Source: an optimization exercise on an open RTL-to-GDS flow (aim: small area and a short achievable clock period). Production flows keep margins and buffers that such runs may drop.
The RTL was checked by simulation tests, not by an equivalence proof against the original design.
Power figures rest on the tool's default switching activity, not on a simulated workload.

==> flow/run.sh <==
#!/bin/bash
set -euo pipefail
bash standard.sh \
  'BUFFER_PORTS_ARGS=-buffer_cell sky130_fd_sc_hd__buf_2' \
  finish > standard_flow.log 2>&1
==> standard.sh <==
#!/bin/bash
# synth_recipe.tcl (not shown) runs the flow's synth.tcl, then flattens the netlist and writes it again
# the make line also repeats each setting of config.mk as NAME=value (left out here)
make -C /OpenROAD-flow-scripts/flow DESIGN_CONFIG=/design/flow/config.mk WORK_HOME=/design/flow/orfs CLKGATE_MAP_FILE= SYNTH_SCRIPT=/design/flow/synth_recipe.tcl "${@:-finish}"
==> config.mk <==
export PLATFORM = sky130hd
export DESIGN_NAME = Single_Cycle_CPU
export DESIGN_NICKNAME = Single_Cycle_CPU
export VERILOG_FILES = /design/flow/design.v
export SDC_FILE = /design/flow/constraint.sdc
export NUM_CORES = 4
export LEC_CHECK = 0
export CAP_MARGIN = 20
export CORE_MARGIN = 2
export CORE_UTILIZATION = 65
export CTS_BUF_LIST = sky130_fd_sc_hd__clkbuf_16
export CTS_CLUSTER_DIAMETER = 80
export CTS_CLUSTER_SIZE = 24
export PLACE_DENSITY = 0.75
export SETUP_SLACK_MARGIN = 5
export SLEW_MARGIN = 20
export SYNTH_HIERARCHICAL = 1
==> constraint.sdc <==
create_clock -name core_clock -period 14.0 [get_ports {clock}]
set_input_delay 2.8000 -clock core_clock [delete_from_list [all_inputs] [get_ports {clock}]]
set_output_delay 2.8000 -clock core_clock [all_outputs]
set_load 0.01 [all_outputs]
==> design.v <==
module MUX16to1(
input [15:0] select,
input [32*15-1:0] regs,
input [31:0] r15,
output reg [31:0] mux_out
);
integer k;
always @* begin
  mux_out = r15 & {32{select[15]}};
  for (k = 0; k < 15; k = k + 1)
    mux_out = mux_out | (regs[32*k +: 32] & {32{select[k]}});
end
endmodule
module ADDER_FOUR(
input [31:0] base,
input [7:0] offset,
output [31:0] addr
);
assign addr = base + {24'd0, offset};
endmodule
module ALU(
input [31:0] A,
input [31:0] B,
input sub,
input is_and,
input is_orr,
output [31:0] F,
output Z
);
wire [31:0] sum = A + (B ^ {32{sub}}) + {31'd0, sub};
assign F = is_and ? (A & B) : is_orr ? (A | B) : sum;
assign Z = (F == 32'd0);
endmodule
module SHIFTER(
input [31:0] data_in,
input [7:0] amount,
input is_lsr,
output [31:0] shifter_output
);
wire [4:0] n = amount[4:0];
wire [4:0] ra = is_lsr ? (5'd0 - n) : n;
wire [63:0] rot2 = {data_in, data_in} << ra;
wire [31:0] rot = rot2[63:32];
reg [31:0] keep;
integer j;
always @* begin
  for (j = 0; j < 32; j = j + 1)
    keep[j] = (amount[7:5] == 3'd0) & (is_lsr ? ({1'b0, n} + j <= 31) : (j >= n));
end
assign shifter_output = rot & keep;
endmodule
module Single_Cycle_CPU(
input clock,
input reset,
output [31:0] pc,
input [31:0] instr,
output [31:0] dmem_addr,
output [31:0] dmem_wdata,
output dmem_we,
input [31:0] dmem_rdata
);
wire [3:0] cond = instr[31:28];
wire [1:0] op   = instr[27:26];
wire       I    = instr[25];
wire [3:0] cmd  = instr[24:21];
wire       S    = instr[20];
wire [3:0] rn   = instr[19:16];
wire [3:0] rd   = instr[15:12];
wire [3:0] rm   = instr[3:0];
wire [7:0] imm8 = instr[7:0];
reg [31:2] pcr;
reg z;
wire [32*15-1:0] rf;
assign pc = {pcr, 2'b00};
wire [31:0] pc8 = {pcr[31:3] + 29'd1, pcr[2], 2'b00};
wire dp     = (op == 2'b00);
wire mem    = (op == 2'b01);
wire is_add = dp & ~I & (cmd == 4'b0100);
wire is_sub = dp & ~I & (cmd == 4'b0010);
wire is_and = dp & ~I & (cmd == 4'b0000);
wire is_orr = dp & ~I & (cmd == 4'b1100);
wire is_cmp = dp & ~I & (cmd == 4'b1010);
wire is_lsr = dp &  I & (cmd == 4'b0001);
wire is_lsl = dp &  I & (cmd == 4'b0011);
wire is_ldr = mem & ~I &  S;
wire is_str = mem & ~I & ~S;
wire cond_ok = (cond == 4'b1110) | ((cond == 4'b0000) & z);
wire [3:0] ra2 = op[0] ? rd : rm;
wire [31:0] rd1, rd2;
wire [15:0] sel1 = 16'd1 << rn;
wire [15:0] sel2 = 16'd1 << ra2;
MUX16to1 read1(sel1, rf, pc8, rd1);
MUX16to1 read2(sel2, rf, pc8, rd2);
wire [31:0] alu;
wire alu_z;
ALU alu0(rd1, rd2, is_sub | is_cmp, is_and, is_orr, alu, alu_z);
wire [31:0] shres;
SHIFTER shift0(rd1, imm8, is_lsr, shres);
wire [31:0] result = is_ldr ? dmem_rdata : (is_lsr | is_lsl) ? shres : alu;
genvar g;
wire wr = cond_ok & (is_add | is_sub | is_and | is_orr | is_lsr | is_lsl | is_ldr);
wire [31:0] wdata = result & {32{~reset}};
generate
  for (g = 0; g < 15; g = g + 1) begin : regs
    reg [31:0] q;
    always @(posedge clock)
      if (reset | (wr & (rd == g))) q <= wdata;
    assign rf[32*g +: 32] = q;
  end
endgenerate
wire zw = cond_ok & ((S & (is_add | is_sub | is_and | is_orr)) | is_cmp);
always @(posedge clock) begin
  if (reset) begin
    pcr <= 30'd0;
    z <= 1'b0;
  end else begin
    pcr <= pcr + 30'd1;
    if (zw) z <= alu_z;
  end
end
ADDER_FOUR agu(rd1, imm8, dmem_addr);
assign dmem_wdata = rd2;
assign dmem_we    = cond_ok & is_str;
endmodule
==> impl_results.md, run 1 <==
* Final max-slew violation count at 0
* Post-Route WL at 119,000 µm
* DR vias/cell at a little over 8
* CP max-delay cell: or4_1
* Seq/Total Area, Yosys at 49.5%
* Main synth FF type: edfxtp_1
* Met1 WL at approximately 40,000 µm
* Top Ports at 163
* Area growth syn-to-layout at 8.86%
* First-pass GRT wire length at between 150,000 and 200,000 µm
* Synth area leaders: edfxtp_1, a221oi_1, a22o_1
* Die width at about 220 µm
* Final WS setup at ~4.9 ns
* Top Layer Used: met5
* Distinct cells, synth at 106
* Num rows at 79
* Worst Setup EP: z$_SDFFE_PP0P_
* Crit path DAT at roughly 9.7 ns
* Clk sinks at between 500 and 600
* Clock Path Buffers at 3
* Worst slew pin tran at ~1.2 ns
* Worst setup path start: instr[0]
* Finished Layout Cells at 3,332
* Final #Nets at between 2,000 and 3,000
* Max incr delay on CP at ~0.64 ns
* Setup TNS at 0 ns
* Hold crit path type: flip-flop to flip-flop
* EDFF count, synth at 480
* Yosys reg bits at between 500 and 600
* Post-synthesis cell area at 0.0303 mm²
* Clock latency (worst-skew pair) at between 0.5 and 0.6 ns
* Critical R2R Launch: pcr[4]$_SDFF_PP0_
* Max Cap Violations at 0
* Final Wtd Congestion at approximately 0.97
* Final setup vio count at 0
* Die span in y at approximately 220 µm
* Top Family by Delay on Critical Path: simple AND/OR/NAND/NOR gates
* Largest net degree at the start of global routing at 66
* RSZ-0062 raised after global routing: yes
* Routed met3 length at slightly below 20,000 µm
* Pwr/cell area at 154 mW/mm²
* Syn avg cell area at 11.6 µm²
* Area of the multi-input gates at around 0.015 mm²
* Die ar. at 0.0484 mm²
* Leakage power at ~12 nW
* Req. time, crit path at approximately 15 ns
* Yosys warnings at 9
* Fin crit share at between 60 and 70%
* Worst-path clk slew at around 0.10 ns
* Reg2reg setup slack at approximately 6.0 ns
* Setup crit end kind: flip-flop
* Routed Antenna Nets at 0
* CTS Buf Count at 25
* Post-synth top area share at a little under half
* Cell taking the most area after synthesis: edfxtp_1
* Initial antenna violation count at 5
* Rel. slew slack at roughly 17%
* # H-tree levels at 1
* Vias in the first global route at 25,200
* Post-Syn Instances at approximately 2,600
* Worst IR Drop VDD at approximately 0.17 mV
* Critical Path Start Type: input port
* CTS tree: yes
* Critical path fanouts, max at 24
* Critical setup path kind: input port to flip-flop
* FF+latch area at approximately 0.015 mm²
* Placed Instances at around 3,200
* Layout cells sized above 1 at between 10% and 20%
* Routed WL per cell at approximately 36 µm
* Via count at about 27,000
* Most used cell, CP: or4_1
* WL met2 at just under 50,000 µm
* Detailed Routing Iterations Pass 1 at 10
* Final Hold Viols at 0
* Iter 0 DRT Violations at between 5,000 and 6,000
* Asr flop ratio synth at 0%
* R2R depth at 22
* Clk root buf: clkbuf_16
* # port buffers at 156
* Drc violations at 0
* Pre-CTS WS at between 3 and 4 ns
* Crit path buffers/inverters at 5
* Status: finished clean
* Clock skew at 0.0206 ns
* Highest clock rate at 109 MHz
* GRT Resource Usage Total at between 40% and 50%
* GR Overflow Total at 0
* CORE AREA at between 0.04 and 0.05 mm²
* Reg-to-reg endpoint: z$_SDFFE_PP0P_
* Layout fillers at between 3,000 and 4,000
* Final min period at about 9 ns
* Initial Utilization at between 60% and 70%
* Cell count along the critical path at 25
* Hpwl dp at 73,200 µm
-- modules after synthesis, one instance, submodules excluded --
module	flops+latches	cells inside	area, µm²
Single_Cycle_CPU	511	941	17800
ALU	0	485	3230
SHIFTER	0	405	2840
MUX16to1	0	336	2830
ADDER_FOUR	0	109	831
-- cell families (layout without fill, tap and decap cells) --
kind of cell    Yosys count  after routing  share of synthesized area (%)
compound gates          974            974                           25.4
xor+xnor                114            114                           3.35
fa+ha+maj                58             58                           2.44
buf+inv                 264            367                           5.13
flops                   511            511                           49.5
mux                      89             89                           3.61
other cells               1             11                         0.0124
simple gates            601            601                           10.5
-- metrics by stage --
| step | util (%) | instance area (µm²) | power, mW | hold WS [ns] |
|---|---|---|---|---|
| floorplan | - | 30400 | 3.39 | 0.443 |
| global placement | 68.0 | 31500 | 4.02 | 0.494 |
| detailed placement | 68.0 | 31500 | 4.10 | 0.501 |
| CTS | 70.4 | 32600 | 4.91 | 0.514 |
| global route | 71.2 | 33000 | 5.20 | 0.548 |
| finish | 71.3 | 33000 | 5.08 | 0.520 |
-- Yosys cell counts, types with 30 or more instances --
cell,instances
edfxtp_1,480
a221oi_1,259
a22o_1,253
nor2_1,139
a21oi_1,124
nand2_1,122
clkbuf_1,101
nand4_1,93
mux2i_1,70
o21ai_0,66
buf_6,59
nand3_1,59
xnor2_1,58
ha_1,56
xor2_1,55
a211oi_1,50
inv_1,46
a222oi_1,34
dfxtp_1,31
and3_1,30
-- worst register-to-register path, stage by stage (launching register included) --
cell and delay, ns:
dfxtp_1 0.48, ha_1 0.38, nand3_1 0.21, nor4_2 0.78
nand4_1 0.21, xnor2_1 0.31, a22o_1 0.29, a221oi_1 0.32
nand4_1 0.45, xor2_1 0.28, ha_1 0.39, nand2_1 0.21
o21ai_0 0.22, a2111oi_1 0.74, a21oi_1 0.19, xor2_1 0.20
a22oi_1 0.23, or4bb_1 0.43, or4_1 0.52, nor4_2 0.27
nor4b_2 0.27, or4b_1 0.47, a21oi_1 0.13
-- flip-flops by register name (all words and copies together) (netlist names) --
signal,count
pcr,30
regs.q,480
z,1
-- how the worst min path moves through the flow --
stage,from,end,slack (ns),depth (start not counted)
after floorplan,z$_SDFFE_PP0P_,z$_SDFFE_PP0P_,0.44,2
after global placement,z$_SDFFE_PP0P_,z$_SDFFE_PP0P_,0.49,2
after detailed placement,z$_SDFFE_PP0P_,z$_SDFFE_PP0P_,0.50,2
after CTS,z$_SDFFE_PP0P_,z$_SDFFE_PP0P_,0.51,2
after global routing,z$_SDFFE_PP0P_,z$_SDFFE_PP0P_,0.55,2
final,z$_SDFFE_PP0P_,z$_SDFFE_PP0P_,0.52,2
-- cells in the final DEF, fill, tap and decap left out, types with 34 or more instances in the layout --
cell / count
o21ai_0: 66
nand2_1: 119
a222oi_1: 34
xor2_1: 55
inv_1: 63
a21oi_1: 118
nor2_1: 114
nand3_1: 59
a22o_1: 253
buf_2: 147
ha_1: 53
mux2i_1: 69
xnor2_1: 58
edfxtp_1: 480
buf_4: 95
nand4_1: 93
a221oi_1: 256
-- power breakdown --
group / switching (mW) / total [mW] / leakage, nW / internal [mW]
combinational: 1.27 / 1.86 / 6.36 / 0.592
sequential: 0.199 / 2.41 / 5.15 / 2.21
clock: 0.475 / 0.806 / 0.418 / 0.331
-- metal layers --
layer | vias to the layer above | track usage, %
li1 | 11000 | -
met1 | 13100 | 61.8
met2 | 2707 | 69.4
met3 | 607 | 16.1
met4 | 2 | 30.7
met5 | - | 0
-- layout make-up --
class / count / area share (%)
antenna: 5 / 0.0379
clock buffer: 25 / 1.89
clock inverter: 21 / 0.295
inverter: 50 / 0.568
multi-input combinational: 1842 / 43.9
sequential: 511 / 45.5
tap: 607 / 2.30
timing repair buffer: 271 / 5.48
-- repair_timing --
item	4_1_cts	5_1_grt
buffers inserted	24	13
pin swaps	13	9
resized for setup	39	41
cloned	0	1
hold buffers	0	0
setup endpoints to repair	164	72
==> inputs of run 2 (changes only) <==
--- a/design.v
+++ b/design.v
@@ -30,5 +30,5 @@
 wire [31:0] sum = A + (B ^ {32{sub}}) + {31'd0, sub};
 assign F = is_and ? (A & B) : is_orr ? (A | B) : sum;
-assign Z = (F == 32'd0);
+ALU_DECODER zero(F, Z);
 endmodule
 module SHIFTER(
@@ -49,4 +49,10 @@
 end
 assign shifter_output = rot & keep;
+endmodule
+module ALU_DECODER(
+input [31:0] value,
+output is_zero
+);
+assign is_zero = (value == 32'd0);
 endmodule
 module Single_Cycle_CPU(
--- a/config.mk
+++ b/config.mk
@@ -8,9 +8,8 @@
 export CAP_MARGIN = 20
 export CORE_MARGIN = 2
-export CORE_UTILIZATION = 65
+export CORE_UTILIZATION = 60
 export CTS_BUF_LIST = sky130_fd_sc_hd__clkbuf_16
 export CTS_CLUSTER_DIAMETER = 80
 export CTS_CLUSTER_SIZE = 24
-export PLACE_DENSITY = 0.75
 export SETUP_SLACK_MARGIN = 5
 export SLEW_MARGIN = 20
==> run 2 against run 1 <==
Compared with the run above:
- highest routed layer unchanged
- power down 0.40%
- hold slack got worse by 0.045 ns
- clock power increased by 6.8%
- largest power group unchanged
- via count decreased by 3.9%
- synthesized area is 0.98% lower
- die area grew 7.1%
- worst setup slack better by 0.20 ns
- final area is 0.82% lower
- utilization is 5.4 points lower
- combinational power is 5% lower
==> impl_results.md, run 2 <==
* Reg-to-reg endpoint: z$_SDFFE_PP0P_ (unchanged)
* Cts-stage hold buffer count at 0 (unchanged)
* First-pass GRT wire length at 166,000 µm (was 167,000 µm)
* Die ar. at 0.0519 mm² (was 0.0484 mm²)
* Clk root buf: clkbuf_16 (unchanged)
* Final Wtd Congestion at 0.980 (was 0.971)
* Worst IR Drop VDD at 0.137 mV (was 0.167 mV)
* Hold crit path type: flip-flop to flip-flop (unchanged)
* Max Cap Violations at 0 (unchanged)
* R2R depth at 20 (was 22)
* Via count at 26,400 (was 27,400)
* Yosys warnings at 9 (unchanged)
* Die span in y at 228 µm (was 220 µm)
* Routed WL per cell at 34.6 µm (was 35.8 µm)
* Status: finished clean (unchanged)
* Syn avg cell area at 11.7 µm² (was 11.6 µm²)
* Setup crit end kind: flip-flop (unchanged)
* # H-tree levels at 1 (unchanged)
* Num rows at 82 (was 79)
* Clock Path Buffers at 3 (unchanged)
* Detailed Routing Iterations Pass 1 at 8 (was 10)
* Final setup vio count at 0 (unchanged)
* # port buffers at 156 (unchanged)
* Max incr delay on CP at 0.63 ns (was 0.64 ns)
* Asr flop ratio synth at 0% (unchanged)
* Layout cells sized above 1 at 17.4% (was 17.3%)
* Antenna diodes at 0 (was 5)
* Setup TNS at 0 ns (unchanged)
* Power, Total at 5.06 mW (was 5.08 mW)
* Final #Nets at 2,780 (was 2,825)
* Most frequent cells in the layout: edfxtp_1, a221oi_1, a22o_1 (unchanged)
* Critical Path Start Type: input port (unchanged)
* Hold Path Sink: z$_SDFFE_PP0P_ (unchanged)
* Drc violations at 0 (unchanged)
* CTS Buf Count at 27 (was 25)
* Worst-path clk slew at 0.09 ns (was 0.10 ns)
* CP max-delay cell: nor2_4 (was or4_1)
* RSZ-0062 raised after global routing: no (was yes)
* Post-Syn Instances at 2,574 (was 2,612)
* Max reg flops at 480 (unchanged)
* Clk sinks at 511 (unchanged)
* Most frequent cells after synthesis: edfxtp_1, a221oi_1, a22o_1, a21oi_1, nor2_1 (was edfxtp_1, a221oi_1, a22o_1, nor2_1, a21oi_1)
* GR Overflow Total at 0 (unchanged)
* EDFF count, synth at 480 (unchanged)
* Critical setup path kind: input port to flip-flop (unchanged)
* Vias in the first global route at 24,800 (was 25,200)
* Post-synth top area share at 48.0% (was 47.5%)
* Synth area leaders: edfxtp_1, a221oi_1, a22o_1 (unchanged)
* Crit path cell chain: buf_2, clkbuf_8, nor3_1, a21oi_4, nor2_4, buf_4, a22o_2, a221oi_2, nand4_1, mux2i_2, fa_1, nor2b_1, o31a_1, o21ai_1, a21oi_2, a211oi_4, o31ai_2, o41ai_1, a41oi_1, nor4_1, nand4_1, nor2_1, or4b_1, a21oi_1
* Rel. slew slack at 16.6% (was 17.4%)
* Initial Utilization at 60.4% (was 65.5%)
* Most used cell, CP: nand4_1 (was or4_1)
* Busiest grt layer: met2 (unchanged)
* CORE AREA at 0.0498 mm² (was 0.0464 mm²)
* Reg2reg setup slack at 6.80 ns (was 5.95 ns)
* Yosys reg bits at 511 (unchanged)
* Largest Register: regs.q (unchanged)
* Pre-CTS WS at 3.98 ns (was 3.51 ns)
* Crit path DAT at 9.48 ns (was 9.66 ns)
* Regs by FF count: regs.q x480, pcr x30, z x1 (unchanged)
* Clock latency (worst-skew pair) at 0.61 ns (was 0.59 ns)
* Largest net degree at the start of global routing at 82 (was 66)
* Final Hold Viols at 0 (unchanged)
* Post-synthesis cell area at 0.0301 mm² (was 0.0303 mm²)
* Highest clock rate at 112 MHz (was 109 MHz)
* Clock skew at 0.0418 ns (was 0.0206 ns)
* Distinct cells, synth at 102 (was 106)
* Initial antenna violation count at 2 (was 5)
* Top Ports at 163 (unchanged)
* Met1 usage at 58.4% (was 61.8%)
* Pwr/cell area at 154 mW/mm² (about the same)
* Cell taking the most area after synthesis: edfxtp_1 (unchanged)
* Routed Antenna Nets at 0 (unchanged)
* Leakage power at 11.8 nW (was 11.9 nW)
* Critical path fanouts, max at 48 (was 24)
* DR vias/cell at 7.88 (was 8.23)
* GR Layer Usage met3 at 9.73% (was 16.1%)
* Hold path depth at 2 (unchanged)
* Main synth FF type: edfxtp_1 (unchanged)
* Fin crit share at 63.9% (was 65.3%)
* Worst slew pin tran at 1.25 ns (was 1.24 ns)
* Hpwl dp at 72,800 µm (was 73,200 µm)
* Die width at 228 µm (was 220 µm)
* Seq/Total Area, Yosys at 50.0% (was 49.5%)
* CTS tree: yes (unchanged)
* Req. time, crit path at 14.53 ns (was 14.52 ns)
* Critical R2R Launch: pcr[5]$_SDFF_PP0_ (was pcr[4]$_SDFF_PP0_)
* Final WS setup at 5.05 ns (was 4.86 ns)
* Routing usage on met2 at 64.7% (was 69.4%)
* Most common cell after layout, fill and taps aside: edfxtp_1 (unchanged)
* Area growth syn-to-layout at 9.03% (was 8.86%)
* Count leader, synth: edfxtp_1 (unchanged)
* Final min period at 8.95 ns (was 9.14 ns)
* Iter 0 DRT Violations at 4,614 (was 5,084)
* Post-Route WL at 116,000 µm (was 119,000 µm)
* GRT Resource Usage Total at 43.3% (was 48.0%)
* Final max-slew violation count at 0 (unchanged)
* Worst Hold Launch: z$_SDFFE_PP0P_ (unchanged)
==> run 2: critical path: cells and delay by family <==
family | cells | cell delay, ns
buffers and inverters | 3 | 0.90
adder cells (fa/ha/maj) | 1 | 0.30
AND/OR/NAND/NOR | 8 | 2.77
AO/OA/AOI/OAI | 11 | 2.24
multiplexers | 1 | 0.39
==> run 2: cell type report <==
cell class | count | area (µm²)
sequential | 511 | 15000
inverter | 56 | 210
fill | 3868 | 17000
timing repair buffer | 264 | 1690
clock inverter | 16 | 114
clock buffer | 27 | 676
tap | 672 | 841
multi-input combinational | 1797 | 14200
==> run 2: report_power, final <==
part	internal, mW	switching, mW
Clock	0.361	0.500
Combinational	0.573	1.20
Sequential	2.23	0.195
Total	3.16	1.89
==> run 2: Yosys stat by module (local to each module, per instance) <==
| module | area (µm²) | copies in the design | flip-flops and latches |
|---|---|---|---|
| Single_Cycle_CPU | 17800 | 1 | 511 |
| ALU | 2870 | 1 | 0 |
| SHIFTER | 2840 | 1 | 0 |
| MUX16to1 | 2830 | 2 | 0 |
| ADDER_FOUR | 831 | 1 | 0 |
| ALU_DECODER | 72.6 | 1 | 0 |
==> run 2: how the worst max path moves through the flow <==
stage                                to      start  slack, ns
6_report                 z$_SDFFE_PP0P_   instr[0]       5.05
5_1_grt                   dmem_addr[26]  instr[19]       4.97
4_1_cts                   dmem_addr[28]  instr[18]       5.04
3_5_place_dp              dmem_addr[21]  instr[16]       3.98
3_3_place_gp   regs[13].q[24]$_DFFE_PP_   instr[0]       4.14
2_1_floorplan             dmem_addr[16]  instr[18]       5.60
==> run 2: metrics by stage <==
step                cell area (µm²)  hold WS [ns]  instances  utilization (%)
floorplan                     30100         0.443       2579                -
global placement              31400         0.455       3284             63.2
detailed placement            31500         0.463       3284             63.2
CTS                           32400         0.476       3333             65.1
global route                  32800         0.505       3343             65.8
finish                        32800         0.475       3343             65.8
==> run 2: repair_timing <==
item / in CTS / in global routing
cloned: 0 / 0
resized for setup: 25 / 32
pin swaps: 4 / 7
buffers inserted: 6 / 8
setup endpoints to repair: 185 / 192
==> run 2: kinds of logic (layout without fill, tap and decap cells) <==
logic type | count (synthesis) | count (layout) | synth area share, %
compound gates | 973 | 973 | 25.3
xor+xnor | 122 | 122 | 3.62
fa+ha+maj | 57 | 57 | 2.42
buf+inv | 271 | 363 | 5.15
flops | 511 | 511 | 50.0
mux | 90 | 90 | 3.69
other cells | 1 | 6 | 0.0125
simple gates | 549 | 549 | 9.73
==> run 2: routing by layer <==
metal / wire (µm) / vias to the layer above
li1: - / 10800
met1: 42100 / 12900
met2: 49800 / 2151
met3: 15600 / 469
met4: 8160 / 6
met5: 43 / -
==> inputs of run 3 (changes only) <==
==> flow/run.sh (replaced) <==
#!/bin/bash
set -euo pipefail
bash standard.sh \
  'BUFFER_PORTS_ARGS=-buffer_cell sky130_fd_sc_hd__buf_2' \
  SETUP_SLACK_MARGIN=5.3 \
  finish > standard_flow.log 2>&1
--- a/config.mk
+++ b/config.mk
@@ -12,5 +12,4 @@
 export CTS_CLUSTER_DIAMETER = 80
 export CTS_CLUSTER_SIZE = 24
-export SETUP_SLACK_MARGIN = 5
 export SLEW_MARGIN = 20
 export SYNTH_HIERARCHICAL = 1
==> run 3 against run 2 <==
Compared with the run above:
- worst setup slack better by 0.26 ns
- register-to-register slack better by 0.21 ns
- sequential power hardly changed
- hold slack improved by 0.0017 ns
- utilization increased by 1.4 points
- synthesized area is the same
- final area is 2.1% higher
- die area unchanged
- clock skew increased by 0.0069 ns
- count of clock-buffer cells in the layout is the same
- combinational power increased by 4%
- non-clock buffer count grew 41
- critical path type is now input port to output port
- highest routed layer unchanged
==> impl_results.md, run 3 <==
* Status: finished clean (unchanged)
* Worst-path clk slew at 0.09 ns (about the same)
* Die ar. at 0.0519 mm² (unchanged)
* Layout fillers at 3,780 (was 3,868)
* Antenna diodes at 0 (unchanged)
* Max reg flops at 480 (unchanged)
* # H-tree levels at 1 (unchanged)
* Clk sinks at 511 (unchanged)
* Reg2reg setup slack at 7.01 ns (was 6.80 ns)
* Post-Syn Instances at 2,574 (unchanged)
* Vias in the first global route at 24,900 (was 24,800)
* Area growth syn-to-layout at 11.3% (was 9.03%)
* Initial Utilization at 60.4% (unchanged)
* Hpwl dp at 72,800 µm (unchanged)
* Post-synth top area share at 48.0% (unchanged)
* Regs by FF count: regs.q x480, pcr x30, z x1 (unchanged)
* Max Cap Violations at 0 (unchanged)
* Yosys warnings at 9 (unchanged)
* Reg-to-reg endpoint: z$_SDFFE_PP0P_ (unchanged)
* Seq/Total Area, Yosys at 50.0% (unchanged)
* Final Hold Viols at 0 (unchanged)
* DP Area at 0.0315 mm² (unchanged)
* Hold crit path type: flip-flop to flip-flop (unchanged)
* Detailed Routing Iterations Pass 1 at 8 (unchanged)
* Worst IR Drop VDD at 0.137 mV (about the same)
* Setup TNS at 0 ns (unchanged)
* Clock Path Buffers at 3 (unchanged)
* CTS tree: yes (unchanged)
* Final min period at 8.69 ns (was 8.95 ns)
* Final setup vio count at 0 (unchanged)
* Hold Path Sink: z$_SDFFE_PP0P_ (unchanged)
* Finished Layout Cells at 3,384 (was 3,343)
* Final max-slew violation count at 0 (unchanged)
* Most common cell after layout, fill and taps aside: edfxtp_1 (unchanged)
* Leakage power at 12.1 nW (was 11.8 nW)
* Crit path DAT at 5.89 ns (was 9.48 ns)
* Via count at 26,600 (was 26,400)
* Pwr/cell area at 153 mW/mm² (was 154 mW/mm²)
* Initial antenna violation count at 3 (was 2)
* Hold path depth at 2 (unchanged)
* Placed Instances at 3,284 (unchanged)
* Distinct cells, synth at 102 (unchanged)
* Most frequent cells after synthesis: edfxtp_1, a221oi_1, a22o_1, a21oi_1, nor2_1 (unchanged)
* Clock latency (worst-skew pair) at 0.62 ns (was 0.61 ns)
* Req. time, crit path at 11.20 ns (was 14.53 ns)
* Clock skew at 0.0487 ns (was 0.0418 ns)
* Post-synthesis cell area at 0.0301 mm² (unchanged)
* CTS Buf Count at 27 (unchanged)
* Num rows at 82 (unchanged)
* Cell taking the most area after synthesis: edfxtp_1 (unchanged)
* Routed WL per cell at 34.9 µm (was 34.6 µm)
* # port buffers at 156 (unchanged)
* Top Ports at 163 (unchanged)
* Main synth FF type: edfxtp_1 (unchanged)
* Die span in y at 228 µm (unchanged)
* Fin crit share at 62.1% (was 63.9%)
* Yosys reg bits at 511 (unchanged)
* Rel. slew slack at 17.4% (was 16.6%)
* Critical setup path kind: input port to output port (was input port to flip-flop)
* Iter 0 DRT Violations at 4,641 (was 4,614)
* CORE AREA at 0.0498 mm² (unchanged)
* Highest clock rate at 115 MHz (was 112 MHz)
* Cts-stage hold buffer count at 0 (unchanged)
* R2R depth at 20 (unchanged)
* RSZ-0062 raised after global routing: yes (was no)
* Setup crit end kind: output port (was flip-flop)
* Count leader, synth: edfxtp_1 (unchanged)
* Most frequent cells in the layout: edfxtp_1, a22o_1, a221oi_1 (was edfxtp_1, a221oi_1, a22o_1)
* Synth area leaders: edfxtp_1, a221oi_1, a22o_1 (unchanged)
* FF+latch area at 0.0150 mm² (unchanged)
* GR Overflow Total at 0 (unchanged)
* First-pass GRT wire length at 167,000 µm (was 166,000 µm)
* Routed Antenna Nets at 0 (unchanged)
* Post-Route WL at 118,000 µm (was 116,000 µm)
* Critical R2R Launch: pcr[5]$_SDFF_PP0_ (unchanged)
* Worst Hold Launch: z$_SDFFE_PP0P_ (unchanged)
* GRT Resource Usage Total at 43.5% (was 43.3%)
* Die width at 228 µm (unchanged)
* Largest net degree at the start of global routing at 82 (unchanged)
* Final #Nets at 2,821 (was 2,780)
* Layout cells sized above 1 at 19.4% (was 17.4%)
* Final Wtd Congestion at 0.980 (unchanged)
* Asr flop ratio synth at 0% (unchanged)
* Critical Path Start Type: input port (unchanged)
* Drc violations at 0 (unchanged)
* Clk root buf: clkbuf_16 (unchanged)
* Area of the multi-input gates at 0.0144 mm² (was 0.0142 mm²)
* Largest Register: regs.q (unchanged)
* DR vias/cell at 7.87 (was 7.88)
* Final Cell Area at 0.0335 mm² (was 0.0328 mm²)
* Worst slew pin tran at 1.24 ns (was 1.25 ns)
* EDFF count, synth at 480 (unchanged)
* Syn avg cell area at 11.7 µm² (unchanged)
* Critical path fanouts, max at 32 (was 48)
[run 3: cell types whose count changed in the layout (fill, tap and decap cells not counted), moves of 3 or more]
cell,previous run,this run
buf_4,93,124
clkbuf_16,27,30
a221oi_1,254,243
ha_4,0,3
buf_6,11,14
buf_12,2,6
ha_1,54,50
a221oi_2,6,16
clkbuf_4,5,0
[run 3: critical path, cell delays in order]
cell	delay (ns)
buf_6	0.13
nand2b_4	0.17
nor3_2	0.20
buf_6	0.43
a221oi_1	0.18
nand4_1	0.14
buf_4	0.21
ha_1	0.33
a21o_1	0.24
a21oi_4	0.23
a21oi_4	0.09
buf_12	0.15
o2111ai_1	0.23
xnor2_1	0.16
buf_2	0.15
[run 3: cell families (layout without fill, tap and decap cells)]
group	after synthesis	in the layout	synth area share [%]
other	1	6	0.0125
flip-flops	511	511	50.0
multiplexers	90	90	3.69
buffers and inverters	271	404	5.15
adder cells (fa/ha/maj)	57	57	2.42
XOR/XNOR	122	122	3.62
AO/OA/AOI/OAI	973	973	25.3
AND/OR/NAND/NOR	549	549	9.73
[run 3: power by group]
| part | total, mW | internal (mW) | switching (mW) |
|---|---|---|---|
| sequential | 2.43 | 2.23 | 0.199 |
| combinational | 1.84 | 0.618 | 1.23 |
| clock | 0.859 | 0.361 | 0.498 |
[run 3: how the worst max path moves through the flow]
stage	from	to	slack, ns
global placement	instr[0]	regs[13].q[24]$_DFFE_PP_	4.14
detailed placement	instr[16]	dmem_addr[21]	3.98
CTS	instr[16]	dmem_addr[28]	5.31
floorplan	instr[18]	dmem_addr[16]	5.60
finish	instr[19]	dmem_addr[21]	5.31
global route	instr[18]	dmem_addr[19]	5.26
[run 3: per-layer routing]
metal / vias up / share of wire (%) / track usage, %
met3: 499 / 14 / 10.3
met1: 13000 / 36 / 58.2
met5: - / 0.063 / 0.551
li1: 10900 / - / -
met4: 8 / 7.1 / 24.6
met2: 2218 / 43 / 65.2
[run 3: through the flow]
stage                     power, mW  worst slack (ns)  util (%)  hold WS (ns)
final                          5.13              5.31      67.2         0.477
after CTS                      4.93              5.31      65.5         0.476
after detailed placement       4.08              3.98      63.2         0.463
after global routing           5.28              5.26      67.2         0.505
after global placement         4.02              4.14      63.2         0.455
after floorplan                3.39              5.60         -         0.443
[run 3: cell type report]
| cell class | count | area share (%) |
|---|---|---|
| sequential | 511 | 44.9 |
| timing repair buffer | 305 | 6.51 |
| clock inverter | 16 | 0.340 |
| tap | 672 | 2.51 |
| inverter | 56 | 0.628 |
| clock buffer | 27 | 2.02 |
| multi-input combinational | 1797 | 43.0 |
[run 3: repair_timing]
action                                  in CTS  in global routing
setup buffers                                9                 41
resized for setup                           55                 64
endpoints found under the setup margin     343                208
gates cloned                                 1                  5
pin swaps                                    8                 32
[run 3: modules after synthesis, one instance, submodules excluded]
| module | cells | area, µm² | copies in the design | flip-flops and latches |
|---|---|---|---|---|
| Single_Cycle_CPU | 941 | 17800 | 1 | 511 |
| ALU | 436 | 2870 | 1 | 0 |
| SHIFTER | 405 | 2840 | 1 | 0 |
| MUX16to1 | 336 | 2830 | 2 | 0 |
| ADDER_FOUR | 109 | 831 | 1 | 0 |
| ALU_DECODER | 11 | 72.6 | 1 | 0 |
==> inputs of run 4 (changes only) <==
==> flow/run.sh (replaced) <==
#!/bin/bash
set -euo pipefail
bash standard.sh \
  'BUFFER_PORTS_ARGS=-buffer_cell sky130_fd_sc_hd__buf_2' \
  SETUP_SLACK_MARGIN=5.6 \
  finish > standard_flow.log 2>&1
==> run 4 against run 3 <==
Compared with the run above:
- critical endpoint unchanged
- die area did not move
- wire length rose by 1.8%
- still clean
- count of clock-buffer cells in the layout did not move
- via count rose by 1.8%
==> impl_results.md, run 4 <==
* GRT Resource Usage Total at 44.4% (was 43.5%)
* Cts-stage hold buffer count at 0 (unchanged)
* Post-synthesis cell area at 0.0301 mm² (unchanged)
* Worst Setup EP: dmem_addr[21] (unchanged)
* Top Ports at 163 (unchanged)
* CP max-delay cell: ha_4 (was buf_6)
* Simple-gate share of the synthesized area at 9.73% (unchanged)
* CTS Buf Count at 27 (unchanged)
* Most common cell after layout, fill and taps aside: edfxtp_1 (unchanged)
* Via count at 27,100 (was 26,600)
* Reg2reg setup slack at 6.88 ns (was 7.01 ns)
* Final #Nets at 2,849 (was 2,821)
* Setup TNS at 0 ns (unchanged)
* Fin crit share at 61.2% (was 62.1%)
* DR vias/cell at 7.95 (was 7.87)
* First-pass GRT wire length at 170,000 µm (was 167,000 µm)
* Most frequent cells in the layout: edfxtp_1, a22o_1, a221oi_1 (unchanged)
* Layout fillers at 3,567 (was 3,780)
* Max incr delay on CP at 0.34 ns (was 0.43 ns)
* Critical setup path kind: input port to output port (unchanged)
* Post-synthesis compound-gate area fraction at 25.3% (unchanged)
* R2R depth at 23 (was 20)
* Die width at 228 µm (unchanged)
* Post-synthesis mux area share at 3.69% (unchanged)
* Die ar. at 0.0519 mm² (unchanged)
* Antenna diodes at 0 (unchanged)
* Crit path buffers/inverters at 6 (was 5)
* Hold crit path type: flip-flop to flip-flop (unchanged)
* Worst-path clk slew at 0.07 ns (was 0.09 ns)
* # H-tree levels at 1 (unchanged)
* Vias in the first global route at 25,200 (was 24,900)
* Status: finished clean (unchanged)
* Largest net degree at the start of global routing at 66 (was 82)
* Synth Area in Adders at 2.42% (unchanged)
* Routed WL per cell at 35.3 µm (was 34.9 µm)
* CORE AREA at 0.0498 mm² (unchanged)
* CTS tree: yes (unchanged)
* # port buffers at 156 (unchanged)
* Placed Instances at 3,284 (unchanged)
* Max reg flops at 480 (unchanged)
* Final WS setup at 5.44 ns (was 5.31 ns)
* Rel. slew slack at 18.8% (was 17.4%)
* Reg-to-reg endpoint: z$_SDFFE_PP0P_ (unchanged)
* Post-synth top area share at 48.0% (unchanged)
* XOR/XNOR Fraction of Synth Area at 3.62% (unchanged)
* Setup crit end kind: output port (unchanged)
* Largest Register: regs.q (unchanged)
* Routed Antenna Nets at 0 (unchanged)
* Yosys reg bits at 511 (unchanged)
* EDFF count, synth at 480 (unchanged)
* Most frequent cells after synthesis: edfxtp_1, a221oi_1, a22o_1, a21oi_1, nor2_1 (unchanged)
* Clock Path Buffers at 3 (unchanged)
* Post-Route WL at 120,000 µm (was 118,000 µm)
* Critical path fanouts, max at 32 (unchanged)
* Final max-slew violation count at 0 (unchanged)
* Main synth FF type: edfxtp_1 (unchanged)
* Count leader, synth: edfxtp_1 (unchanged)
* Area growth syn-to-layout at 13.9% (was 11.3%)
* Post-Syn Instances at 2,574 (unchanged)
* Pwr/cell area at 153 mW/mm² (about the same)
* Num rows at 82 (unchanged)
* Final Hold Viols at 0 (unchanged)
* Critical R2R Launch: pcr[4]$_SDFF_PP0_ (was pcr[5]$_SDFF_PP0_)
* Highest clock rate at 117 MHz (was 115 MHz)
* Finished Layout Cells at 3,409 (was 3,384)
* Pre-CTS WS at 4.06 ns (was 3.98 ns)
* Hpwl dp at 73,100 µm (was 72,800 µm)
* Final min period at 8.56 ns (was 8.69 ns)
* Leakage power at 12.4 nW (was 12.1 nW)
* Initial antenna violation count at 0 (was 3)
* Clk sinks at 511 (unchanged)
* Req. time, crit path at 11.20 ns (about the same)
* Crit path DAT at 5.76 ns (was 5.89 ns)
* Cell count along the critical path at 16 (was 15)
* RSZ-0062 raised after global routing: yes (unchanged)
* Worst slew pin tran at 1.22 ns (was 1.24 ns)
* Synth area leaders: edfxtp_1, a221oi_1, a22o_1 (unchanged)
* GR Overflow Total at 0 (unchanged)
* Final setup vio count at 0 (unchanged)
* Die span in y at 228 µm (unchanged)
* Detailed Routing Iterations Pass 1 at 10 (was 8)
* Seq/Total Area, Yosys at 50.0% (unchanged)
* Max Cap Violations at 0 (unchanged)
* Most used cell, CP: buf_6
* Final Wtd Congestion at 1.02 (was 0.980)
* Worst IR Drop VDD at 0.168 mV (was 0.137 mV)
* Initial Utilization at 60.4% (unchanged)
* Iter 0 DRT Violations at 4,666 (was 4,641)
* Regs by FF count: regs.q x480, pcr x30, z x1 (unchanged)
* Worst setup path start: instr[16] (was instr[19])
* Clock skew at 0.0294 ns (was 0.0487 ns)
* Clock latency (worst-skew pair) at 0.64 ns (was 0.62 ns)
* Top Family by Delay on Critical Path: buffers and inverters (unchanged)
* Asr flop ratio synth at 0% (unchanged)
* Largest family of logic cells by synthesized area: compound AO/OA/AOI/OAI gates (unchanged)
* Syn avg cell area at 11.7 µm² (unchanged)
* Drc violations at 0 (unchanged)
* Clk root buf: clkbuf_16 (unchanged)
* Distinct cells, synth at 102 (unchanged)
* Layout cells sized above 1 at 21.6% (was 19.4%)
* Yosys warnings at 9 (unchanged)
* Critical Path Start Type: input port (unchanged)
* Crit path cell chain: buf_12, nand2_4, nor2_2, buf_8, a22o_1, a221oi_1, nand4_1, buf_4, ha_4, nand4b_1, buf_6, a21oi_4, buf_6, o2111ai_2, xnor2_1, buf_2 (was buf_6, nand2b_4, nor3_2, buf_6, a221oi_1, nand4_1, buf_4, ha_1, a21o_1, a21oi_4, a21oi_4, buf_12, o2111ai_1, xnor2_1, buf_2)
* Cell taking the most area after synthesis: edfxtp_1 (unchanged)
==> run 4: routing by layer <==
| layer | track usage [%] | vias to the layer above | share of wire [%] |
|---|---|---|---|
| met1 | 58.6 | 13200 | 35 |
| met3 | 12.7 | 518 | 16 |
| met5 | 0 | - | 0 |
| met2 | 65.1 | 2478 | 42 |
| li1 | - | 11000 | - |
| met4 | 27.2 | 0 | 7.5 |
==> run 4: tightest hold or removal path: cells and delay by family (launching register included) <==
family         cells  cell delay [ns]
flip-flops         1             0.31
AO/OA/AOI/OAI      2             0.12
==> run 4: worst min-delay path by stage <==
stage | start | cells past startpoint | slack [ns] | endpoint
after floorplan | z$_SDFFE_PP0P_ | 2 | 0.44 | z$_SDFFE_PP0P_
after global placement | z$_SDFFE_PP0P_ | 2 | 0.45 | z$_SDFFE_PP0P_
after detailed placement | z$_SDFFE_PP0P_ | 2 | 0.46 | z$_SDFFE_PP0P_
after CTS | z$_SDFFE_PP0P_ | 2 | 0.47 | z$_SDFFE_PP0P_
after global routing | z$_SDFFE_PP0P_ | 2 | 0.50 | z$_SDFFE_PP0P_
final | z$_SDFFE_PP0P_ | 2 | 0.47 | z$_SDFFE_PP0P_
==> run 4: per-module statistics from Yosys (local to each module, per instance) <==
| module | flip-flops and latches | area (µm²) | times used |
|---|---|---|---|
| ALU | 0 | 2870 | 1 |
| Single_Cycle_CPU | 511 | 17800 | 1 |
| MUX16to1 | 0 | 2830 | 2 |
| ALU_DECODER | 0 | 72.6 | 1 |
| SHIFTER | 0 | 2840 | 1 |
| ADDER_FOUR | 0 | 831 | 1 |
==> run 4: report_power, final <==
group	internal (mW)	switching [mW]
combinational	0.674	1.26
clock	0.363	0.512
sequential	2.23	0.202
total	3.26	1.97
==> run 4: layout make-up <==
class	count	area [µm²]	share of cell area (%)
well taps	672	841	2.46
repair buffers	332	2640	7.72
inverters	56	210	0.614
clock buffers	27	676	1.97
flip-flops and latches	511	15000	43.9
multi-input cells	1798	14700	42.9
clock inverters	13	126	0.369
==> run 4: through the flow <==
stage	hold WS [ns]	total power, mW	util, %	area [µm²]
after floorplan	0.443	3.39	-	30100
after global placement	0.454	4.01	63.2	31500
after detailed placement	0.464	4.08	63.2	31500
after CTS	0.474	5.01	67.0	33400
after global routing	0.499	5.39	68.8	34200
final	0.475	5.24	68.8	34200
==> run 4: repair_timing <==
| action | 4_1_cts | 5_1_grt |
|---|---|---|
| setup buffers | 35 | 40 |
| resized for setup | 133 | 77 |
| gates cloned | 7 | 2 |
| pin swaps | 26 | 41 |
| endpoints found under the setup margin | 364 | 265 |
==> run 4: kinds of logic after synthesis <==
group / Yosys count
flops: 511
simple gates: 549
xor+xnor: 122
other cells: 1
mux: 90
buf+inv: 271
compound gates: 973
fa+ha+maj: 57
==> inputs of run 5 (changes only) <==
==> flow/run.sh (replaced) <==
#!/bin/bash
set -euo pipefail
bash standard.sh \
  'BUFFER_PORTS_ARGS=-buffer_cell sky130_fd_sc_hd__buf_2' \
  SETUP_SLACK_MARGIN=5.45 \
  finish > standard_flow.log 2>&1
==> run 5 against run 4 <==
Compared with the run above:
- combinational power hardly changed
- synthesized area stayed put
- still clean
- wire length hardly changed
- global-route usage is 0.31 points lower
- via count is 0.95% lower
- synthesized cell count stayed put
- largest power group unchanged
==> impl_results.md, run 5 <==
* Max reg flops at 480 (unchanged)
* Placed Instances at 3,284 (unchanged)
* Synth area leaders: edfxtp_1, a221oi_1, a22o_1 (unchanged)
* FF+latch area at 0.0150 mm² (unchanged)
* Drc violations at 0 (unchanged)
* Yosys warnings at 9 (unchanged)
* Hold path depth at 2 (unchanged)
* Worst IR Drop VDD at 0.138 mV (was 0.168 mV)
* # port buffers at 156 (unchanged)
* Hpwl dp at 72,800 µm (was 73,100 µm)
* Final Util at 68.7% (was 68.8%)
* Status: finished clean (unchanged)
* Routed Antenna Nets at 0 (unchanged)
* Worst Hold Launch: z$_SDFFE_PP0P_ (unchanged)
* Largest Register: regs.q (unchanged)
* Area growth syn-to-layout at 13.7% (was 13.9%)
* Max Cap Violations at 0 (unchanged)
* Pre-CTS WS at 3.98 ns (was 4.06 ns)
* Final #Nets at 2,847 (was 2,849)
* Regs by FF count: regs.q x480, pcr x30, z x1 (unchanged)
* Layout cells sized above 1 at 20.8% (was 21.6%)
* # H-tree levels at 1 (unchanged)
* Initial Utilization at 60.4% (unchanged)
* Final Wtd Congestion at 0.980 (was 1.02)
* Fin crit share at 62.2% (was 61.2%)
* Distinct cells, synth at 102 (unchanged)
* Rel. slew slack at 17.6% (was 18.8%)
* Highest clock rate at 115 MHz (was 117 MHz)
* Final Cell Area at 0.0342 mm² (about the same)
* Yosys reg bits at 511 (unchanged)
* Post-Route WL at 120,000 µm (about the same)
* Area of the multi-input gates at 0.0146 mm² (was 0.0147 mm²)
* Setup TNS at 0 ns (unchanged)
* Count leader, synth: edfxtp_1 (unchanged)
* Pwr/cell area at 152 mW/mm² (was 153 mW/mm²)
* Most frequent cells in the layout: edfxtp_1, a22o_1, a221oi_1 (unchanged)
* Num rows at 82 (unchanged)
* DR vias/cell at 7.87 (was 7.95)
* Worst setup path start: instr[0] (was instr[16])
* GRT Resource Usage Total at 44.1% (was 44.4%)
* Clock Path Buffers at 3 (unchanged)
* Reg2reg setup slack at 6.98 ns (was 6.88 ns)
* Cts-stage hold buffer count at 0 (unchanged)
* RSZ-0062 raised after global routing: yes (unchanged)
* First-pass GRT wire length at 168,000 µm (was 170,000 µm)
* Final setup vio count at 0 (unchanged)
* Req. time, crit path at 14.53 ns (was 11.20 ns)
* Clk sinks at 511 (unchanged)
* Vias in the first global route at 25,100 (was 25,200)
* Die ar. at 0.0519 mm² (unchanged)
* Die width at 228 µm (unchanged)
* Final max-slew violation count at 0 (unchanged)
* Iter 0 DRT Violations at 4,703 (was 4,666)
* Via count at 26,900 (was 27,100)
* Reg-to-reg endpoint: z$_SDFFE_PP0P_ (unchanged)
* Top Ports at 163 (unchanged)
* Seq/Total Area, Yosys at 50.0% (unchanged)
* Setup crit end kind: flip-flop (was output port)
* Clock skew at 0.0387 ns (was 0.0294 ns)
* Worst slew pin tran at 1.23 ns (was 1.22 ns)
* Initial antenna violation count at 2 (was 0)
* Layout fillers at 3,664 (was 3,567)
* CTS Buf Count at 27 (unchanged)
* Clk root buf: clkbuf_16 (unchanged)
* Worst-path clk slew at 0.09 ns (was 0.07 ns)
* Main synth FF type: edfxtp_1 (unchanged)
* Die span in y at 228 µm (unchanged)
* Crit path DAT at 9.24 ns (was 5.76 ns)
* Finished Layout Cells at 3,412 (was 3,409)
* WHS at 0.484 ns (was 0.475 ns)
* Critical path fanouts, max at 48 (was 32)
* Final Hold Viols at 0 (unchanged)
* Post-synth top area share at 48.0% (unchanged)
* Leakage power at 12.4 nW (about the same)
* Final WS setup at 5.29 ns (was 5.44 ns)
* Power, Total at 5.18 mW (was 5.24 mW)
* Most frequent cells after synthesis: edfxtp_1, a221oi_1, a22o_1, a21oi_1, nor2_1 (unchanged)
* Hold Path Sink: z$_SDFFE_PP0P_ (unchanged)
* Largest net degree at the start of global routing at 82 (was 66)
* CTS tree: yes (unchanged)
* Critical Path Start Type: input port (unchanged)
* Syn avg cell area at 11.7 µm² (unchanged)
* Critical R2R Launch: pcr[5]$_SDFF_PP0_ (was pcr[4]$_SDFF_PP0_)
* Routed WL per cell at 35.3 µm (about the same)
* Clock latency (worst-skew pair) at 0.61 ns (was 0.64 ns)
* Asr flop ratio synth at 0% (unchanged)
* Post-Syn Instances at 2,574 (unchanged)
* R2R depth at 22 (was 23)
* DP Area at 0.0315 mm² (about the same)
* GR Overflow Total at 0 (unchanged)
* Final min period at 8.71 ns (was 8.56 ns)
* Post-synthesis cell area at 0.0301 mm² (unchanged)
* Most common cell after layout, fill and taps aside: edfxtp_1 (unchanged)
* CORE AREA at 0.0498 mm² (unchanged)
* Detailed Routing Iterations Pass 1 at 9 (was 10)
* Hold crit path type: flip-flop to flip-flop (unchanged)
* Cell taking the most area after synthesis: edfxtp_1 (unchanged)
* Critical setup path kind: input port to flip-flop (was input port to output port)
* EDFF count, synth at 480 (unchanged)
## run 5: cell count changes in the layout (fill, tap and decap cells not counted), moves of 4 or more
cell	delta
o2111ai_2	-4
nand3_2	-5
a41o_2	-4
clkbuf_16	+6
o21ai_2	-4
a41o_4	+4
buf_6	-5
a211oi_2	+4
nand3_1	+6
## run 5: per-layer routing
| metal | track usage [%] | wire, µm |
|---|---|---|
| met1 | 59.1 | 42200 |
| met5 | 0.460 | 62 |
| met3 | 10.7 | 17600 |
| met2 | 65.2 | 51600 |
| met4 | 26.5 | 8980 |
## run 5: worst max-delay path by stage
stage                               end  slack, ns
2_1_floorplan             dmem_addr[16]       5.60
3_3_place_gp   regs[13].q[24]$_DFFE_PP_       4.14
3_5_place_dp              dmem_addr[21]       3.98
4_1_cts                   dmem_addr[28]       5.44
5_1_grt                  z$_SDFFE_PP0P_       5.15
6_report                 z$_SDFFE_PP0P_       5.29
## run 5: area by class of cell
| cell class | instances | share of cell area, % |
|---|---|---|
| well taps | 672 | 2.46 |
| repair buffers | 331 | 7.86 |
| clock buffers | 27 | 1.98 |
| flip-flops and latches | 511 | 44.0 |
| inverters | 56 | 0.615 |
| diodes | 2 | 0.0146 |
| multi-input cells | 1797 | 42.7 |
| clock inverters | 16 | 0.333 |
## run 5: worst max-delay path: stages
cell and delay [ns]:
buf_2 0.10, buf_8 0.37, nor2_1 0.13, a32oi_4 0.36, nor2_4 0.06, buf_4 0.37
a22o_1 0.30, a221oi_1 0.27, nand4_1 0.46, xor2_1 0.28, ha_1 0.37, nor2b_1 0.17
o31a_1 0.29, o21ai_1 0.18, a21oi_2 0.14, a211oi_4 0.40, o31ai_2 0.15, o41ai_1 0.36
a41oi_1 0.15, nor4_1 0.47, nand4_1 0.14, nor2_1 0.26, or4b_1 0.46, a21oi_1 0.13
## run 5: timing repair
action                                  in CTS  in global routing
resized for setup                           93                 80
hold endpoints to repair                     0                  0
endpoints found under the setup margin     364                284
pin swaps                                   17                 36
gates cloned                                 4                  7
buffers inserted                            16                 55
## run 5: kinds of logic after synthesis
group                      after synthesis  share of synthesized area, %
AOI/OAI and AO/OA                      973                          25.3
and+or+nand+nor                        549                          9.73
DFF                                    511                          50.0
buffers and inverters                  271                          5.15
xor gates and xnor gates               122                          3.62
muxes                                   90                          3.69
adders and majority gates               57                          2.42
other                                    1                        0.0125
## run 5: power by group
part / total [mW] / leakage, nW / internal [mW] / switching [mW]
combinational: 1.90 / 6.82 / 0.646 / 1.25
clock: 0.857 / 0.410 / 0.361 / 0.496
sequential: 2.43 / 5.15 / 2.23 / 0.202
## run 5: Yosys stat by module (local to each module, per instance)
module	flip-flops and latches	cell area, µm²	cells inside
ALU	0	2870	436
ALU_DECODER	0	72.6	11
Single_Cycle_CPU	511	17800	941
MUX16to1	0	2830	336
ADDER_FOUR	0	831	109
SHIFTER	0	2840	405

## separate check: timing with driven ports
In the flow no input, the clock included, has a driving cell. The finished layouts below were timed again as built, in two steps.
Step 1 sets driving cells, clkbuf_16 on the clock port and buf_2 on the other inputs (assumed; they add their load-dependent delay and slew).
Step 2 also shifts input and output timing later by t, the mid clock arrival at the registers, as if the neighbouring blocks saw the same clock.
Three values: no drivers, after step 1, after step 2; two values: the first two.
run | t (ns) | slack for setup (ns) | clock arrival spread, ns | worst register clock-pin slew, ns | pins driven straight from the clock port
run 1 | 0.649 | 4.857 / 4.897 / 4.248 | 0.020 / 0.021 | 0.10 / 0.10 | 1
run 2 | 0.659 | 5.053 / 5.070 / 4.439 | 0.042 / 0.042 | 0.10 / 0.10 | 1
run 3 | 0.657 | 5.310 / 5.272 / 4.882 | 0.049 / 0.048 | 0.10 / 0.10 | 1
run 4 | 0.682 | 5.437 / 5.380 / 4.981 | 0.029 / 0.030 | 0.10 / 0.10 | 1
run 5 | 0.657 | 5.295 / 5.337 / 4.680 | 0.039 / 0.038 | 0.10 / 0.10 | 1
After both steps setup and hold are still met in every run listed. The setup slack of run 5, which loses most, moves by +0.042 ns with the drivers and by -0.615 ns with both steps.
